This design comes from an exercise in tuning for small area, a short achievable clock period and few clock cycles per item on the open sky130 flow, not from production work. Where RTL was checked, it was by simulation tests only, not by an equivalence proof against the original.

==> flow/design.v (excerpt) <==
module SVD (
    clk,
    rst,
    we,
    oe,
    data_i,
    element_sel,
    ready,
    data_o_UV,
    data_o_S
);
Size: roughly 3100 cells after synthesis, ~200 flip-flops, ~27 I/O pins.
clock: 8.0 ns
lec_check: 0
cap_margin: 20
core_margin: 2
core_utilization: 40
setup_slack_margin: 3.2
slew_margin: 20
run.sh (not shown) runs the stock make flow with config.mk's settings and CLKGATE_MAP_FILE= SYNTH_SCRIPT=/design/flow/synth_recipe.tcl, a recipe that flattens the netlist after the stock synthesis.
Testbench counts at the start, summed over its fixed seeds: cycles 7,680, items 192.
Rerun with:
- GPL_TIMING_DRIVEN: not set -> 0
Outcome: The changed run completed with no timing, DRC or antenna violations; via count grows by 8.2%; worst hold slack gets worse by 0.0092 ns; worst setup slack gets worse by 0.11 ns; count of clock-buffer cells in the layout shrinks by 8; core utilization grows by 1.3 points; synthesized cell count is unchanged; first-iteration DRC count grows by 55%.
Rerun with:
- GPL_TIMING_DRIVEN: 0 -> not set
- SETUP_SLACK_MARGIN: 3.2 -> 3.3
Result: Routed wire length decreases by about a fifth. Cell count decreases by a few percent. Count of clock-buffer cells in the layout increases by 10.
Rerun with:
- CORE_UTILIZATION: 40 -> 50
- SETUP_SLACK_MARGIN: 3.3 -> 3.2
After rerunning: The changed run finished with timing, DRC and antenna clean. Maximum frequency decreases slightly. Setup slack is worse by 0.047 ns. Non-clock buffer count increases by 6. Count of clock-buffer cells in the layout decreases by 4. Flip-flop and latch count is unchanged.
Rerun with:
- CORE_UTILIZATION: 50 -> 40
- TNS_END_PERCENT: not set -> 10
After rerunning:
- The new run produced a clean layout
- clock-buffer cell count went up by 3
- non-clock buffer count went down by 22
- routed wire length went down by 6.7%

* * *

Starting RTL as in the previous note.
==> flow/config.mk <==
export PLATFORM = sky130hd
export DESIGN_NAME = SVD
export DESIGN_NICKNAME = SVD
export VERILOG_FILES = /design/flow/design.v
export SDC_FILE = /design/flow/constraint.sdc
export NUM_CORES = 4
export LEC_CHECK = 0
export CAP_MARGIN = 20
export CORE_MARGIN = 2
export CORE_UTILIZATION = 40
export SETUP_SLACK_MARGIN = 3.4
export SLEW_MARGIN = 20
export TNS_END_PERCENT = 10
==> flow/constraint.sdc <==
create_clock -name core_clock -period 8.0 [get_ports {clk}]
set_input_delay 1.6000 -clock core_clock [delete_from_list [all_inputs] [get_ports {clk}]]
set_output_delay 1.6000 -clock core_clock [all_outputs]
set_load 0.01 [all_outputs]
Testbench counts at the start, summed over its fixed seeds: cycles 7,680, items 192.
Rerun with:
- CAP_MARGIN: 20 -> 0
- SETUP_SLACK_MARGIN: 3.4 -> 3.2
- SLEW_MARGIN: 20 -> 0
- TNS_END_PERCENT: 10 -> unset
The new run ran to the end with no violations; cell area drops slightly; register-to-register slack is about the same; sequential cell count stays the same; fmax hardly moves; non-clock buffer count decreases by 2; via count stays flat; utilization is lower by 0.27 points; clock-buffer cell count came out higher by 3.
Rerun with:
- CAP_MARGIN: 0 -> 20
- PLACE_DENSITY: unset -> 0.75
- SLEW_MARGIN: 0 -> 20
Result: Worst hold slack improved by 0.0052 ns; setup slack got worse by 0.057 ns; synthesized area does not change; fmax fell by 1.2%; global-route usage fell by 1.1 points; cell count barely changes; sequential share of layout area hardly moves; core utilization fell by 0.31 points.
Rerun with:
- PLACE_DENSITY: 0.75 -> unset
- SETUP_SLACK_MARGIN: 3.2 -> 3.6
Outcome: The new run finished with timing, DRC and antenna clean. Wire length increases by 7.3%. Count of clock-buffer cells in the layout fell by 1.

* * *

before:
Another version of the RTL of SVD (not shown whole).
Size in the first run: about 3000 cells after synthesis, ~210 flip-flops, roughly 27 I/O pins, about 0.024 mm2 of cells after synthesis.
clock: 8.0 ns
lec_check: 0
cap_margin: 20
core_margin: 2
core_utilization: 40
setup_slack_margin: 3.2
slew_margin: 20
before ended with every stage complete and zero timing, DRC or antenna violations.
Inputs modified between before and after:
- swapping 3.2 for 3.3 in SETUP_SLACK_MARGIN
[summary]
On worst hold slack after final layout, before and after are basically level. Comparing before and after, the lower overall fraction of global-route tracks in use was measured on before. Looking at final cell count across before and after, the one that comes out lower is before.
No functional check of the RTL was part of any run of this note.

port drivers added, routing unchanged:
In the flow no input, the clock included, has a driving cell. The finished layouts below were timed again as built, in two steps. Step 1, drivers: a clkbuf_16 drives clk and a buf_2 each remaining input, both assumed. Step 2 times the ports against the registers' clock, not the clock port: input delays grow and output delays shrink by t, the midpoint of the rising clock arrivals with the driver on. Slacks: ideal ports / drivers / drivers and shift; pairs: ideal ports / drivers.
run	shift t [ns]	setup slack, ns	worst data-port slew with drivers (ns)
the first run of note 1	0.620	3.244 / 3.180 / 2.884	0.03
the second run of note 1	0.631	3.139 / 3.117 / 2.813	0.07
the third run of note 1	0.625	3.280 / 3.225 / 3.050	0.05
the fourth run of note 1	0.621	3.233 / 3.171 / 2.962	0.04
the fifth run of note 1	0.620	3.056 / 3.011 / 2.746	0.04
the first run of note 2	0.628	3.231 / 3.168 / 3.100	0.05
the second run of note 2	0.620	3.244 / 3.180 / 2.884	0.03
the third run of note 2	0.611	3.187 / 3.187 / 2.732	0.06
the fourth run of note 2	0.625	3.427 / 3.366 / 3.123	0.06
before	0.629	3.233 / 3.173 / 3.034	0.08
after	0.630	3.297 / 3.295 / 2.923	0.08
After both steps every run listed still meets setup and hold. The setup slack of the third run of note 2, which loses most, moves by 0.000 ns with the drivers and by -0.455 ns with both steps.
